Context: an optimization exercise on an open-source flow, tuned for small area, a short achievable clock period and few clock cycles. The choices shown serve that exercise and are no tape-out recipe. In this exercise RTL edits were held to simulation tests only and were not proved equivalent to the original. Power and IR drop assume default switching activity.

v54:
==> flow/design.v <==
module rle (
	clk,
	nreset,
	start,
	message_addr,
	message_size,
	rle_addr,
	rle_size,
	done,
	port_A_data_in,
	port_A_data_out,
	port_A_addr,
	port_A_we
	);
input	clk;
input	nreset;
input	start;
input 	[31:0] message_addr;
input	[31:0] message_size;
input	[31:0] rle_addr;
input   [31:0] port_A_data_out;
output  [31:0] port_A_data_in;
output  [15:0] port_A_addr;
output  port_A_we;
output	[31:0] rle_size;
output	done;
reg        busy, done_r;
reg        we_r;          
reg        wd;            
reg        fin, fin2;     
reg [13:0] R;             
reg [13:0] Wp;            
reg        rdv;           
reg        allin;         
reg        rlast;         
reg [5:0]  wleft;         
reg [31:0] W;
reg [3:1]  rb;            
reg [2:0]  qe;            
reg [1:0]  pos;           
reg [2:0]  sl;            
reg [2:0]  q;             
reg        cons;          
reg        eb;            
reg        sv;            
reg [7:0]  sb;            
reg [2:0]  ssl;           
reg        Wv, last, first, half;
reg [7:0]  val, cnt, runs;
reg [15:0] lo;
wire [1:0] vb = message_size[1:0];      
wire go_start = start & ~busy;
assign port_A_we      = we_r & busy;
assign port_A_addr    = {(we_r ? Wp : R), 2'b00};
assign port_A_data_in = {val, cnt, lo};
assign rle_size       = {23'b0, runs, 1'b0};
assign done           = done_r;
function [2:0] seg;
	input [2:0] n;
	input [2:0] p;
	begin
		case ({n, p})
			{3'd2, 3'd1}, {3'd3, 3'd2}, {3'd4, 3'd3}: seg = 3'd1;
			{3'd3, 3'd1}, {3'd4, 3'd2}:               seg = 3'd2;
			{3'd4, 3'd1}:                             seg = 3'd3;
			default:                                  seg = 3'd4;
		endcase
	end
endfunction
wire       run  = busy & ~fin & ~fin2;
wire       go   = run & Wv & ~sv;
wire       nr   = eb | first;
wire       emit = sv | (go & eb & ~first);
wire [7:0] byt  = W[{pos, 3'b000} +: 8];
wire [2:0] nq   = rb[1] ? 3'd1 : rb[2] ? 3'd2 : rb[3] ? 3'd3 : qe;
wire [3:1] rbn  = rb[1] ? {rb[3:2], 1'b0} : rb[2] ? {rb[3], 2'b00} : 3'b000;
wire       consn = ~|rb;                       
wire       few  = ~((rb[1] & rb[2]) | (rb[1] & rb[3]) | (rb[2] & rb[3]));
wire [3:0] clo  = {1'b0, cnt[2:0]} + {1'b0, sl};
wire [4:0] chi1 = cnt[7:3] + 5'd1;
wire [7:0] cadd = {clo[3] ? chi1 : cnt[7:3], clo[2:0]};
wire [31:0] d = port_A_data_out;
wire [3:0] bl;
assign bl[0] = d[7:0]   != W[31:24];
assign bl[1] = d[15:8]  != d[7:0];
assign bl[2] = d[23:16] != d[15:8];
assign bl[3] = d[31:24] != d[23:16];
wire [3:1] ml;                                            
assign ml[1] = rlast & (vb == 2'd1);
assign ml[2] = rlast & (vb == 2'd1 || vb == 2'd2);
assign ml[3] = rlast & (vb != 2'd0);
wire [3:1] stl = bl[3:1] & ~ml;
wire [2:0] qel = rlast ? {vb == 2'd0, vb} : 3'd4;
wire [2:0] q0  = stl[1] ? 3'd1 : stl[2] ? 3'd2 : stl[3] ? 3'd3 : qel;
wire [3:1] rb0 = stl[1] ? {stl[3:2], 1'b0} : stl[2] ? {stl[3], 2'b00} : 3'b000;
wire land  = busy & rdv;
wire early = land & go & ~cons;       
wire nland = land & ~early;
wire two_l = ~((bl[1] & bl[2]) | (bl[1] & bl[3]) | (bl[2] & bl[3]));
wire free1 = sv    ? (cons | consn) :
             early ? 1'b0 :
             nland ? two_l :
             (go & ~cons) ? few : 1'b1;
wire issue = run & ~we_r & ~allin & free1;
wire first_n = first & ~go;
wire half_n  = half ^ emit;
wire fin_n   = go & cons & last;
wire we_n    = (half_n & ((go & ~cons) | (nland & bl[0] & ~first_n) |
                          (sv & eb) | fin_n)) |
               (fin & ~half);
always @(posedge clk or negedge nreset) begin
	if (!nreset) begin
		busy <= 1'b0;
		done_r <= 1'b0;
		fin <= 1'b0;
		fin2 <= 1'b0;
		rdv <= 1'b0;
		Wv <= 1'b0;
		sv <= 1'b0;
		first <= 1'b1;
		half <= 1'b0;
	end else if (go_start) begin
		busy <= 1'b1;
		done_r <= 1'b0;
		fin <= 1'b0;
		fin2 <= 1'b0;
		rdv <= 1'b0;
		Wv <= 1'b0;
		sv <= 1'b0;
		first <= 1'b1;
		half <= 1'b0;
	end else begin
		rdv <= issue;
		first <= first_n;
		half <= half_n | (fin & ~half);
		fin <= fin_n;
		fin2 <= fin & ~half;
		sv <= early;
		if (land) Wv <= 1'b1;
		else if (go & cons) Wv <= 1'b0;
		if ((fin & half) | fin2) begin
			busy <= 1'b0;
			done_r <= 1'b1;
		end
	end
end
always @(posedge clk) begin
	we_r <= we_n & ~go_start;
	wd <= we_r & ~go_start;
	if (go_start) begin
		R <= message_addr[15:2];
		Wp <= rle_addr[15:2];
		wleft <= message_size[7:2] - {5'd0, (vb == 2'd0)};
		allin <= 1'b0;
		runs <= 8'd0;
	end else begin
		if (issue) R <= R + 14'd1;
		if (wd) Wp <= Wp + 14'd1;
		if (issue) begin
			wleft <= wleft - 6'd1;
			rlast <= (wleft == 6'd0);
			if (wleft == 6'd0) allin <= 1'b1;
		end
		if (emit) begin
			runs <= runs + 8'd1;
			if (!half) lo <= {val, cnt};
		end
		if (sv) begin
			val <= sb;
			cnt <= {5'd0, ssl};
		end
		if (go) begin
			rb <= rbn;
			pos <= q[1:0];
			q <= nq;
			sl <= seg(nq, q);
			cons <= consn;
			eb <= 1'b1;
			if (nr) begin
				val <= byt;
				cnt <= {5'd0, sl};
			end else
				cnt <= cadd;
		end
		if (early) begin
			sb <= W[31:24];
			ssl <= seg(3'd4, q);
		end
		if (land) begin
			W <= d;
			rb <= rb0;
			qe <= qel;
			sl <= q0;
			q <= q0;
			cons <= ~|stl;
			eb <= bl[0];
			last <= rlast;
			pos <= 2'd0;
		end
		if (fin) begin
			runs <= runs + 8'd1;
			if (!half) begin
				lo <= {val, cnt};
				val <= 8'd0;
				cnt <= 8'd0;
			end
		end
	end
end
endmodule
==> flow/config.mk <==
export PLATFORM = sky130hd
export DESIGN_NAME = rle
export DESIGN_NICKNAME = rle
export VERILOG_FILES = /design/flow/design.v
export SDC_FILE = /design/flow/constraint.sdc
export NUM_CORES = 4
export LEC_CHECK = 0
export CAP_MARGIN = 20
export CORE_MARGIN = 2
export CORE_UTILIZATION = 40
export CTS_BUF_LIST = sky130_fd_sc_hd__clkbuf_8
export PLACE_DENSITY = 0.6
export SETUP_SLACK_MARGIN = 2.0
export SLEW_MARGIN = 20
==> flow/constraint.sdc <==
create_clock -name core_clock -period 4.0 [get_ports {clk}]
set_input_delay 0.8000 -clock core_clock [delete_from_list [all_inputs] [get_ports {clk}]]
set_output_delay 0.8000 -clock core_clock [all_outputs]
set_load 0.01 [all_outputs]
standard.sh (not shown) runs the stock make flow with config.mk's settings and CLKGATE_MAP_FILE= SYNTH_SCRIPT=/design/flow/synth_recipe.tcl, a recipe that flattens the netlist after the stock synthesis.
==> flow/flow/run.sh <==
#!/bin/bash
set -euo pipefail
bash standard.sh "BUFFER_PORTS_ARGS=-buffer_cell sky130_fd_sc_hd__buf_1" finish > standard_flow.log 2>&1
Testbench counts of v54, summed over its fixed seeds: cycles 16,803.
Here is what was changed in the inputs of v24 compared with v54.
- CTS_BUF_LIST: sky130_fd_sc_hd__clkbuf_8 -> unset
- SETUP_SLACK_MARGIN: 2.0 -> 1.8
### Flow results
v24 | stages: all done | timing, DRC, antenna: all pass. v24: fmax is about 3% higher than what v54 reported. Reported for v24 and v54, standard-cell row count turned out identical to the last digit. In the metrics for v24 and v54, the one carrying the higher depth of the most critical reg-to-reg path is v54. Time the final worst path needs with I/O delays and setup delta for v24 relative to v54: 0.062 ns lower. Summary of the comparison: cell-internal power is higher in v24, relative to v54.
Modified inputs, v17 compared to v24
- setting TNS_END_PERCENT to 5 for the first time
### Flow results
- Summary of v17 over v24: cell depth of the worst flop-to-flop path decreased 2, count of clock-buffer cells in the layout comparable, worst-case clock skew saw little to no change.
- There was hardly any difference in sequential cell area between v17 and v24.
- v17 vs v24: buffers inserted during post-CTS setup optimization down in v17
Relative to v17, the following input files were edited for v50:
- a deleted TNS_END_PERCENT that had been 5
- an added CTS_BUF_LIST of sky130_fd_sc_hd__clkbuf_8
Notes after the runs:
Changes observed in v50 relative to v17: xor and xnor area share after synthesis held steady; starting utilization of the core area comparable; utilization fell 0.75 points; final max-slew violation count comparable; total power of the final layout fell by about 5.5%. Total number of multi-input combinational cells essentially unchanged between v17 and v50. v50: part of the power in the clock network 6.3 points below v17. Internal power in v50 is 0.42 mW below v17.
--- input diff v50..v27 ---
- clearing CTS_BUF_LIST, which used to be sky130_fd_sc_hd__clkbuf_8
- swapping 20 for 0 in CAP_MARGIN
- swapping 20 for 0 in SLEW_MARGIN
Findings:
Summary of v27 over v50: worst stage delay on the critical path did not really move, count of plain and timing-repair buffers went down, first-pass GRT wire length went up.
Relative to v27, the following input files were edited for v1:
- a change of SLEW_MARGIN from 0 to 20
- a change of SETUP_SLACK_MARGIN from 1.8 to 2.0
- an added TNS_END_PERCENT of 5
- a change of CAP_MARGIN from 0 to 20
Findings:
The clock skew on v27 is in line with that on v1.
More vias were needed by v1 than by v27.
Number of ordinary and repair buffers in the finished layout for v1 is higher than for v27.

==> static timing again, ports no longer ideal <==
No port has a modelled driver above. Below, the same layouts with a new extraction and two added sets of constraints.
Step 1, drivers: a clkbuf_16 drives clk and a buf_2 each remaining input, both assumed.
Step 2 adds t to the input delays and takes it off the output delays; t is the mean of the earliest and latest rising clock arrival at the registers after step 1. Input paths then give back, and output paths get back, about the clock's delay inside the block.
a / b / c = no drivers / after step 1 / after step 2; a / b = the first two.
run	t (ns)	setup slack, ns	worst slew at a driven data input, ns
v54	0.490	1.750 / 1.710 / 1.515	0.05
v24	0.459	1.812 / 1.767 / 1.445	0.05
v17	0.463	1.787 / 1.749 / 1.396	0.05
v50	0.488	1.770 / 1.732 / 1.441	0.05
v27	0.459	1.812 / 1.767 / 1.445	0.05
v1	0.456	1.844 / 1.801 / 1.510	0.05
After both steps setup and hold are still met in every run listed. For v17, which loses most, drivers alone change the setup slack by -0.038 ns; drivers and shift together by -0.391 ns.
